From an optimization exercise on the open Yosys and OpenROAD flow, aimed at small area and a short achievable clock period; shortcuts taken in it are not production practice.
Only simulation tests tie the RTL to the original design; equivalence was not proved.
Power figures rest on the tool's default switching activity, not on a simulated workload.

==> flow/design.v (outline; a module is shown in full before it is edited, if it fits) <==
// module fir_filter: 1441 lines
// module fa: 4 lines
// module ha: 4 lines
// module wmux: 3 lines
// module cpa16: 33 lines
module fir_filter
#(
    parameter NUM_ELEMENTS = 7
)
(
    input clk,
    input rst,
    input [ 7 : 0 ] weight_data,
    input [ 2 : 0 ] weight_idx,
    input weight_valid,
    output weight_ready,
    input [ 7 : 0 ] input_data,
    input input_valid,
    output input_ready,
    output [ 15 : 0 ] output_data,
    input output_ready,
    output output_valid
);
  // ...
==> flow/flow/run.sh <==
#!/bin/bash
# Standard layout, with stronger port buffers and timing repair aimed past the clock period.
set -euo pipefail
export BUFFER_PORTS_ARGS="-buffer_cell ${PORTBUF:-sky130_fd_sc_hd__buf_2}"
export SETUP_SLACK_MARGIN=${MARGIN:-6.5}
bash standard.sh > standard.log 2>&1
==> flow/standard.sh <==
#!/bin/bash
# synth_recipe.tcl (not shown) runs the flow's synth.tcl, then flattens the netlist and writes it again
# the make line also repeats each setting of config.mk as NAME=value (left out here)
make -C /OpenROAD-flow-scripts/flow DESIGN_CONFIG=/design/flow/config.mk WORK_HOME=/design/flow/orfs CLKGATE_MAP_FILE= SYNTH_SCRIPT=/design/flow/synth_recipe.tcl "${@:-finish}"
==> flow/config.mk <==
export PLATFORM = sky130hd
export DESIGN_NAME = fir_filter
export DESIGN_NICKNAME = fir_filter
export VERILOG_FILES = /design/flow/design.v
export SDC_FILE = /design/flow/constraint.sdc
export NUM_CORES = 4
export LEC_CHECK = 0
export CAP_MARGIN = 20
export CORE_MARGIN = 2
export CORE_UTILIZATION = 40
export SLEW_MARGIN = 20
export SYNTH_HIERARCHICAL = 1
export SYNTH_MINIMUM_KEEP_SIZE = 0
==> flow/constraint.sdc <==
create_clock -name core_clock -period 13.0 [get_ports {clk}]
set_input_delay 2.6000 -clock core_clock [delete_from_list [all_inputs] [get_ports {clk}]]
set_output_delay 2.6000 -clock core_clock [all_outputs]
set_load 0.01 [all_outputs]
==> results_dict.tcl, run 1 <==
set metrics [dict create \
    synthMuxAreaShare_pct 5.27 \
    power_switching_mw 1.30 \
    synth.distinct_cells 38 \
    yosys-top-cells-count "nand2_1, fa_1, dfxtp_1, clkbuf_1" \
    worstSetupStartpointType "input port" \
    post-dp-hpwl_um 36400 \
    min_path_type "reg -> reg" \
    grt_max_degree 32 \
    pg_clk_uw 531 \
    hp-start "v5[4]$_SDFF_PP0_" \
    fin_crit_ps 6540 \
    tapCellCount 525 \
    synth_simple_gate_area_share_pct 13.4 \
    seqPwrFrac_pct 20.2 \
    endpoint "q35$_DFF_P_" \
    fill_cells 3663 \
    grt_usage_pct 23.8 \
    dominant_cells "multi-input combinational cells" \
    num_rows 73 \
    post-route-util_pct 44.2 \
    p_comb_share_pct 61.6 \
    antenna-diode-count 0 \
    use_met2_pct 38.9 \
    cts_buffers 17 \
    synth_top_family_by_area "adder cells" \
    status "complete, no violations" \
    synthCells 1385 \
    fin_skew_ps 18.1 \
    path_clk_slew_ps 70 \
    ys_warn_count 7 \
    core_sq_um 39500 \
    vias_per_cell 5.32 \
]
==> inputs of run 2 (changes only) <==
--- a/flow/design.v
+++ b/flow/design.v
@@ -532,17 +532,17 @@
     fa us19 (.a(p3_0_2), .b(p3_1_1), .c(p3_2_0), .s(s19), .co(c20));
     wire s21, c22;
     fa us21 (.a(p4_0_2), .b(p4_1_1), .c(p4_2_0), .s(s21), .co(c22));
     wire s23, c24;
     fa us23 (.a(p5_0_2), .b(p5_1_1), .c(p5_2_0), .s(s23), .co(c24));
     wire s25, c26;
     fa us25 (.a(p6_0_2), .b(p6_1_1), .c(p6_2_0), .s(s25), .co(c26));
     wire s27, c28;
-    fa us27 (.a(1'b1), .b(p0_0_3), .c(p0_1_2), .s(s27), .co(c28));
+    fa1 us27 (.a(p0_0_3), .b(p0_1_2), .s(s27), .co(c28));
     wire s29, c30;
     fa us29 (.a(p0_2_1), .b(p0_3_0), .c(p1_0_3), .s(s29), .co(c30));
     wire s31, c32;
     fa us31 (.a(p1_1_2), .b(p1_2_1), .c(p1_3_0), .s(s31), .co(c32));
     wire s33, c34;
     fa us33 (.a(p2_0_3), .b(p2_1_2), .c(p2_2_1), .s(s33), .co(c34));
     wire s35, c36;
     fa us35 (.a(p2_3_0), .b(p3_0_3), .c(p3_1_2), .s(s35), .co(c36));
@@ -550,17 +550,17 @@
     fa us37 (.a(p3_2_1), .b(p3_3_0), .c(p4_0_3), .s(s37), .co(c38));
     wire s39, c40;
     fa us39 (.a(p4_1_2), .b(p4_2_1), .c(p4_3_0), .s(s39), .co(c40));
     wire s41, c42;
     fa us41 (.a(p5_0_3), .b(p5_1_2), .c(p5_2_1), .s(s41), .co(c42));
     wire s43, c44;
     fa us43 (.a(p5_3_0), .b(p6_0_3), .c(p6_1_2), .s(s43), .co(c44));
     wire s45, c46;
-    fa us45 (.a(1'b1), .b(p0_0_4), .c(p0_1_3), .s(s45), .co(c46));
+    fa1 us45 (.a(p0_0_4), .b(p0_1_3), .s(s45), .co(c46));
     wire s47, c48;
     fa us47 (.a(p0_2_2), .b(p0_3_1), .c(p0_4_0), .s(s47), .co(c48));
     wire s49, c50;
     fa us49 (.a(p1_0_4), .b(p1_1_3), .c(p1_2_2), .s(s49), .co(c50));
     wire s51, c52;
     fa us51 (.a(p1_3_1), .b(p1_4_0), .c(p2_0_4), .s(s51), .co(c52));
     wire s53, c54;
     fa us53 (.a(p2_1_3), .b(p2_2_2), .c(p2_3_1), .s(s53), .co(c54));
@@ -574,17 +574,17 @@
     fa us61 (.a(p4_3_1), .b(p4_4_0), .c(p5_0_4), .s(s61), .co(c62));
     wire s63, c64;
     fa us63 (.a(p5_1_3), .b(p5_2_2), .c(p5_3_1), .s(s63), .co(c64));
     wire s65, c66;
     fa us65 (.a(p5_4_0), .b(p6_0_4), .c(p6_1_3), .s(s65), .co(c66));
     wire s67, c68;
     fa us67 (.a(p6_2_2), .b(p6_3_1), .c(p6_4_0), .s(s67), .co(c68));
     wire s69, c70;
-    fa us69 (.a(1'b1), .b(p0_0_5), .c(p0_1_4), .s(s69), .co(c70));
+    fa1 us69 (.a(p0_0_5), .b(p0_1_4), .s(s69), .co(c70));
     wire s71, c72;
     fa us71 (.a(p0_2_3), .b(p0_3_2), .c(p0_4_1), .s(s71), .co(c72));
     wire s73, c74;
     fa us73 (.a(p0_5_0), .b(p1_0_5), .c(p1_1_4), .s(s73), .co(c74));
     wire s75, c76;
     fa us75 (.a(p1_2_3), .b(p1_3_2), .c(p1_4_1), .s(s75), .co(c76));
     wire s77, c78;
     fa us77 (.a(p1_5_0), .b(p2_0_5), .c(p2_1_4), .s(s77), .co(c78));
@@ -602,17 +602,17 @@
     fa us89 (.a(p4_5_0), .b(p5_0_5), .c(p5_1_4), .s(s89), .co(c90));
     wire s91, c92;
     fa us91 (.a(p5_2_3), .b(p5_3_2), .c(p5_4_1), .s(s91), .co(c92));
     wire s93, c94;
     fa us93 (.a(p5_5_0), .b(p6_0_5), .c(p6_1_4), .s(s93), .co(c94));
     wire s95, c96;
     fa us95 (.a(p6_2_3), .b(p6_3_2), .c(p6_4_1), .s(s95), .co(c96));
     wire s97, c98;
-    fa us97 (.a(1'b1), .b(p0_0_6), .c(p0_1_5), .s(s97), .co(c98));
+    fa1 us97 (.a(p0_0_6), .b(p0_1_5), .s(s97), .co(c98));
     wire s99, c100;
     fa us99 (.a(p0_2_4), .b(p0_3_3), .c(p0_4_2), .s(s99), .co(c100));
     wire s101, c102;
     fa us101 (.a(p0_5_1), .b(p0_6_0), .c(p1_0_6), .s(s101), .co(c102));
     wire s103, c104;
     fa us103 (.a(p1_1_5), .b(p1_2_4), .c(p1_3_3), .s(s103), .co(c104));
     wire s105, c106;
     fa us105 (.a(p1_4_2), .b(p1_5_1), .c(p1_6_0), .s(s105), .co(c106));
@@ -634,17 +634,17 @@
     fa us121 (.a(p5_0_6), .b(p5_1_5), .c(p5_2_4), .s(s121), .co(c122));
     wire s123, c124;
     fa us123 (.a(p5_3_3), .b(p5_4_2), .c(p5_5_1), .s(s123), .co(c124));
     wire s125, c126;
     fa us125 (.a(p5_6_0), .b(p6_0_6), .c(p6_1_5), .s(s125), .co(c126));
     wire s127, c128;
     fa us127 (.a(p6_2_4), .b(p6_3_3), .c(p6_4_2), .s(s127), .co(c128));
     wire s129, c130;
-    fa us129 (.a(1'b1), .b(p0_0_7), .c(p0_1_6), .s(s129), .co(c130));
+    fa1 us129 (.a(p0_0_7), .b(p0_1_6), .s(s129), .co(c130));
     wire s131, c132;
     fa us131 (.a(p0_2_5), .b(p0_3_4), .c(p0_4_3), .s(s131), .co(c132));
     wire s133, c134;
     fa us133 (.a(p0_5_2), .b(p0_6_1), .c(p0_7_0), .s(s133), .co(c134));
     wire s135, c136;
     fa us135 (.a(p1_0_7), .b(p1_1_6), .c(p1_2_5), .s(s135), .co(c136));
     wire s137, c138;
     fa us137 (.a(p1_3_4), .b(p1_4_3), .c(p1_5_2), .s(s137), .co(c138));
@@ -672,17 +672,17 @@
     fa us159 (.a(p5_4_3), .b(p5_5_2), .c(p5_6_1), .s(s159), .co(c160));
     wire s161, c162;
     fa us161 (.a(p5_7_0), .b(p6_0_7), .c(p6_1_6), .s(s161), .co(c162));
     wire s163, c164;
     fa us163 (.a(p6_2_5), .b(p6_3_4), .c(p6_4_3), .s(s163), .co(c164));
     wire s165, c166;
     fa us165 (.a(p6_5_2), .b(p6_6_1), .c(p6_7_0), .s(s165), .co(c166));
     wire s167, c168;
-    fa us167 (.a(1'b1), .b(p0_1_7), .c(p0_2_6), .s(s167), .co(c168));
+    fa1 us167 (.a(p0_1_7), .b(p0_2_6), .s(s167), .co(c168));
     wire s169, c170;
     fa us169 (.a(p0_3_5), .b(p0_4_4), .c(p0_5_3), .s(s169), .co(c170));
     wire s171, c172;
     fa us171 (.a(p0_6_2), .b(p0_7_1), .c(p1_1_7), .s(s171), .co(c172));
     wire s173, c174;
     fa us173 (.a(p1_2_6), .b(p1_3_5), .c(p1_4_4), .s(s173), .co(c174));
     wire s175, c176;
     fa us175 (.a(p1_5_3), .b(p1_6_2), .c(p1_7_1), .s(s175), .co(c176));
@@ -732,17 +732,17 @@
     fa us219 (.a(p5_2_7), .b(p5_3_6), .c(p5_4_5), .s(s219), .co(c220));
     wire s221, c222;
     fa us221 (.a(p5_5_4), .b(p5_6_3), .c(p5_7_2), .s(s221), .co(c222));
     wire s223, c224;
     fa us223 (.a(p6_2_7), .b(p6_3_6), .c(p6_4_5), .s(s223), .co(c224));
     wire s225, c226;
     fa us225 (.a(p6_5_4), .b(p6_6_3), .c(p6_7_2), .s(s225), .co(c226));
     wire s227, c228;
-    fa us227 (.a(1'b1), .b(p0_3_7), .c(p0_4_6), .s(s227), .co(c228));
+    fa1 us227 (.a(p0_3_7), .b(p0_4_6), .s(s227), .co(c228));
     wire s229, c230;
     fa us229 (.a(p0_5_5), .b(p0_6_4), .c(p0_7_3), .s(s229), .co(c230));
     wire s231, c232;
     fa us231 (.a(p1_3_7), .b(p1_4_6), .c(p1_5_5), .s(s231), .co(c232));
     wire s233, c234;
     fa us233 (.a(p1_6_4), .b(p1_7_3), .c(p2_3_7), .s(s233), .co(c234));
     wire s235, c236;
     fa us235 (.a(p2_4_6), .b(p2_5_5), .c(p2_6_4), .s(s235), .co(c236));
@@ -756,17 +756,17 @@
     fa us243 (.a(p4_6_4), .b(p4_7_3), .c(p5_3_7), .s(s243), .co(c244));
     wire s245, c246;
     fa us245 (.a(p5_4_6), .b(p5_5_5), .c(p5_6_4), .s(s245), .co(c246));
     wire s247, c248;
     fa us247 (.a(p5_7_3), .b(p6_3_7), .c(p6_4_6), .s(s247), .co(c248));
     wire s249, c250;
     fa us249 (.a(p6_5_5), .b(p6_6_4), .c(p6_7_3), .s(s249), .co(c250));
     wire s251, c252;
-    fa us251 (.a(1'b1), .b(p0_4_7), .c(p0_5_6), .s(s251), .co(c252));
+    fa1 us251 (.a(p0_4_7), .b(p0_5_6), .s(s251), .co(c252));
     wire s253, c254;
     fa us253 (.a(p0_6_5), .b(p0_7_4), .c(p1_4_7), .s(s253), .co(c254));
     wire s255, c256;
     fa us255 (.a(p1_5_6), .b(p1_6_5), .c(p1_7_4), .s(s255), .co(c256));
     wire s257, c258;
     fa us257 (.a(p2_4_7), .b(p2_5_6), .c(p2_6_5), .s(s257), .co(c258));
     wire s259, c260;
     fa us259 (.a(p2_7_4), .b(p3_4_7), .c(p3_5_6), .s(s259), .co(c260));
@@ -1428,34 +1428,38 @@
     wire s861, c862;
     fa us861 (.a(c836), .b(s837), .c(s817), .s(s861), .co(c862));
     wire s863, c864;
     fa us863 (.a(c838), .b(s839), .c(s821), .s(s863), .co(c864));
     wire s865, c866;
     fa us865 (.a(c840), .b(s841), .c(q49), .s(s865), .co(c866));
     wire s867, c868;
     fa us867 (.a(c842), .b(s843), .c(q51), .s(s867), .co(c868));
-    wire [15:0] ra = {c866, c864, c862, c860, c858, c856, c854, c852, c850, c848, c846, s845, q3, q2, q1, q0};
-    wire [15:0] rb = {s867, s865, s863, s861, s859, s857, s855, s853, s851, s849, s847, q6, 1'b0, 1'b0, 1'b0, 1'b0};
     wire [15:0] sum;
-    cpa16 add (.a(ra), .b(rb), .s(sum));
+    cpa add (.x({s867, s865, s863, s861, s859, s857, s855, s853, s851, s849, s847, q6, c866, c864, c862, c860, c858, c856, c854, c852, c850, c848, c846, s845, q3, q2, q1, q0}), .s(sum));
     assign output_data = ~sum;
 endmodule
 module fa (input a, input b, input c, output s, output co);
     assign s = a ^ b ^ c;
     assign co = (a & b) | (a & c) | (b & c);
 endmodule
 module ha (input a, input b, output s, output co);
     assign s = a ^ b;
     assign co = a & b;
 endmodule
+module fa1 (input a, input b, output s, output co);
+    assign s = ~(a ^ b);
+    assign co = a | b;
+endmodule
 module wmux (input s, input [7:0] a, input [7:0] b, output [7:0] y);
     assign y = s ? b : a;
 endmodule
-module cpa16 (input [15:0] a, input [15:0] b, output [15:0] s);
+module cpa (input [27:0] x, output [15:0] s);
+    wire [15:0] a = {x[15], x[14], x[13], x[12], x[11], x[10], x[9], x[8], x[7], x[6], x[5], x[4], x[3], x[2], x[1], x[0]};
+    wire [15:0] b = {x[27], x[26], x[25], x[24], x[23], x[22], x[21], x[20], x[19], x[18], x[17], x[16], 1'b0, 1'b0, 1'b0, 1'b0};
     wire [15:0] p = a ^ b;
     wire [15:0] g0 = a & b, p0 = p;
     wire [15:0] g1, p1, g2, p2, g3, p3, g4, p4;
     genvar i;
     generate for (i = 0; i < 16; i = i + 1) begin : pf
         if (i % 2 == 1) begin
             assign g1[i] = g0[i] | (p0[i] & g0[i-1]);
             assign p1[i] = p0[i] & p0[i-1];
==> run 2 against run 1 <==
Still clean; non-clock buffer count grew 19; worst hold slack gained 24 ps; sequential cell count is the same; critical endpoint is now q15$_DFF_P_.
==> results_dict.tcl, run 2 <==
set metrics [dict create \
    grt_usage_pct 23.6 \
    antenna_found_initial 1 \
    fin_nets 1839 \
    cts.sinks 156 \
    synthesis.area_sq_um 15800 \
    synth_top_area_share_pct 52.8 \
    vias 10400 \
    clkPwrFrac_pct 20.4 \
    maxSlewViolCount 0 \
    num_rows 72 \
    post-dp-hpwl_um 36600 \
    startpoint "rst" \
    tns_ps 0 \
    synth_edf_count 0 \
    core_sq_um 38800 \
    wl_um 51200 \
    post_drt_wl_per_cell_um 27.0 \
    cp.arrival_ps 6870 \
    post-route-period-util_pct 50.4 \
    fin_crit_ps 6550 \
    synth_flop_cell "dfxtp_1" \
    r2r-end "q8$_DFF_P_" \
    crit_chain "clkbuf_4 > buf_12 > buf_4 > nor2b_4 > mux2_4 > nand2_1 > fa_1 > fa_1 > fa_1 > fa_1 > fa_1 > fa_1" \
    netSwitchingFraction_pct 43.1 \
    cp_num_cells 12 \
    finalSetupViolCount 0 \
    yosys.area.top_type "fa_1" \
    fmax_ghz 0.153 \
    die_h_um 203 \
    path_common_cell "fa_1" \
    cts_buffer_depth 2 \
    cts_buffers 17 \
    multi_input_area_sq_um 12600 \
    worstSetupStartpointType "input port" \
    worst-path-max-fanout 10 \
    start_util_pct 40.7 \
    synthToLayoutAreaGrowth_pct 12.2 \
    crit_slowest_cell "fa_1" \
    path_clk_slew_ps 70 \
    max_stage_delay_ps 600 \
    path_buf_inv 3 \
    fin_ws_ps 6450 \
    yosys-top-cells-count "nand2_1, fa_1, dfxtp_1, clkbuf_1" \
    seqPwrFrac_pct 22.4 \
    netlist_top_cells_area "fa_1, dfxtp_1, nand2_1" \
    grt_pass1_wl_um 69700 \
    synthCells 1387 \
    drc_errors 0 \
    r2r-start "v3[4]$_SDFF_PP0_" \
    cts_root_buf "clkbuf_16" \
    reg2reg_depth 7 \
    power.density_nw_per_um2 146 \
    placed_cell_area_sq_um 16300 \
    drt-initial-drc-count 1125 \
    worst_ep_required_time_ps 13330 \
    firstDrtPassIters 6 \
    total_power_mw 2.59 \
    ys_ff_latch 156 \
    grt_pass1_vias 11000 \
    fin_skew_ps 12.0 \
    crit_type "in -> reg" \
    power_switching_mw 1.12 \
    place.gp.congestion 0.919 \
    finalInstanceArea_sq_um 17700 \
    fill_cells 3499 \
    p_comb_share_pct 57.2 \
    ys_warn_count 7 \
    rsz0062_at_grt "true" \
    status "complete, no violations" \
    ant_nets 0 \
    place_ws_ps 5270 \
    p_leak_nw 4.77 \
    async_reset_ff_share_pct 0 \
    worstSetupEndpointType "flop" \
    r2r_setup_slack_ps 8970 \
    grt_max_degree 33 \
    io_pins 43 \
    path_delay_family "adder cells" \
    grt_overflow 0 \
    finalHoldViolCount 0 \
    dieArea_sq_um 41200 \
    post-route-util_pct 45.7 \
    seq_area_sq_um 3120 \
    layout_common_cells "nand2_1, fa_1, dfxtp_1" \
    synth_area_per_cell_sq_um 11.4 \
    yosysMostFrequentCell "nand2_1" \
    clk_latency_ps 450 \
    yosysSeqAreaShare_pct 19.7 \
    min_path_type "reg -> reg" \
    vias_per_cell 5.46 \
    internal_power_mw 1.47 \
    layout_commonest_cell "nand2_1" \
    htree_levels 4 \
    portBuffers 37 \
    drv_cap 0 \
    antenna-diode-count 0 \
    synth.distinct_cells 31 \
    ir_drop_v 0.000108 \
    drive_gt1_share_pct 22.6 \
    endpoint "q15$_DFF_P_" \
    holdBufCountCts 0 \
    cts_tree "done" \
    die-width_um 203 \
    tightest_slew_ps 638 \
    relSlewSlack_pct 57.4 \
]
run 2: kinds of logic (layout without fill, tap and decap cells):
group / Yosys count / after routing / synth area share (%)
XOR/XNOR: 9 / 9 / 0.498
other: 1 / 3 / 0.0237
flip-flops: 156 / 156 / 19.7
AND/OR/NAND/NOR: 512 / 512 / 13.1
multiplexers: 56 / 72 / 5.32
buffers and inverters: 185 / 156 / 5.01
adder cells (fa/ha/maj): 447 / 447 / 55.1
AO/OA/AOI/OAI: 21 / 25 / 1.12
run 2: timing repair:
action | in CTS | in global routing
cloned | 1 | 22
setup endpoints to repair | 40 | 16
pin swaps | 1 | 26
buffers inserted | 0 | 32
resized for setup | 19 | 63
run 2: per-module statistics from Yosys (local to each module, per instance):
module / cell area (sq um) / flip-flops and latches
cpa: 448 / 0
fa: 20.0 / 0
fa1: 27.5 / 0
fir_filter: 5790 / 156
ha: 12.5 / 0
wmux: 131 / 0
run 2: area by class of cell:
cell class                      count  share of cell area [%]
Sequential cell                   156                    17.6
Inverter                           52                    1.10
Tap cell                          518                    3.65
Timing Repair Buffer               73                    3.48
Multi-Input combinational cell   1068                    70.8
Clock inverter                     14                   0.966
Clock buffer                       17                    2.40
run 2: power by group through the flow:
| stage | combinational [mW] | clock (mW) | sequential (mW) |
|---|---|---|---|
| after global placement | 1.44 | 0 | 0.586 |
| after CTS | 1.46 | 0.534 | 0.576 |
| after global routing | 1.68 | 0.554 | 0.586 |
| after detailed placement | 1.45 | 0 | 0.586 |
| final | 1.48 | 0.528 | 0.580 |
| after floorplan | 1.00 | 0 | 0.568 |
run 2: routing by layer:
metal,vias up,wire length (um),GRT usage [%]
met1,5451,19700,31.4
met2,663,23300,38.0
met5,-,13,0
li1,4112,-,-
met3,134,6000,6.10
met4,2,2090,7.38
run 2: stage by stage:
step | cells | hold WS (ps)
2_1_floorplan | 1389 | 444
3_3_place_gp | 1812 | 544
3_5_place_dp | 1812 | 552
4_1_cts | 1844 | 561
5_1_grt | 1898 | 588
6_report | 1898 | 565
run 2: how the worst min path moves through the flow:
| stage | slack, ps | from | cells past startpoint | end |
|---|---|---|---|---|
| final | 570 | v5[4]$_SDFF_PP0_ | 1 | q36$_DFF_P_ |
| after global routing | 590 | w0[6]$_DFF_P_ | 1 | w0[6]$_DFF_P_ |
| after CTS | 560 | v5[4]$_SDFF_PP0_ | 1 | q36$_DFF_P_ |
| after detailed placement | 550 | v5[4]$_SDFF_PP0_ | 1 | q36$_DFF_P_ |
| after global placement | 540 | v5[4]$_SDFF_PP0_ | 1 | q36$_DFF_P_ |
| after floorplan | 440 | w0[0]$_DFF_P_ | 1 | w0[0]$_DFF_P_ |

what the ideal ports hide:
The results above use ideal ports. As a check the final layouts listed here were re-extracted and re-timed, cells and wires unchanged.
Step 1: set_driving_cell puts a clkbuf_16 on clk and a buf_2 on each other input, an assumption about the parent block.
Step 2 moves the port delays by t, midway between the first and last clock arrival at a register: inputs arrive t later, outputs are due t later. That takes back most of the time a late clock gives input paths.
Slacks: no drivers / after step 1 / after step 2; pairs: no drivers / after step 1.
| run | shift t [ns] | slack for setup (ns) | hold slack, ns | worst setup path at the end | worst register clock-pin slew, ns |
|---|---|---|---|---|---|
| run 1 | 0.495 | 6.458 / 6.493 / 5.998 | 0.541 / 0.541 / 0.541 | input to register | 0.08 / 0.08 |
| run 2 | 0.491 | 6.451 / 6.483 / 5.992 | 0.565 / 0.565 / 0.565 | input to register | 0.07 / 0.07 |
After both steps setup and hold are still met in every run listed. The setup slack of run 1, which loses most, moves by +0.035 ns with the drivers and by -0.460 ns with both steps.
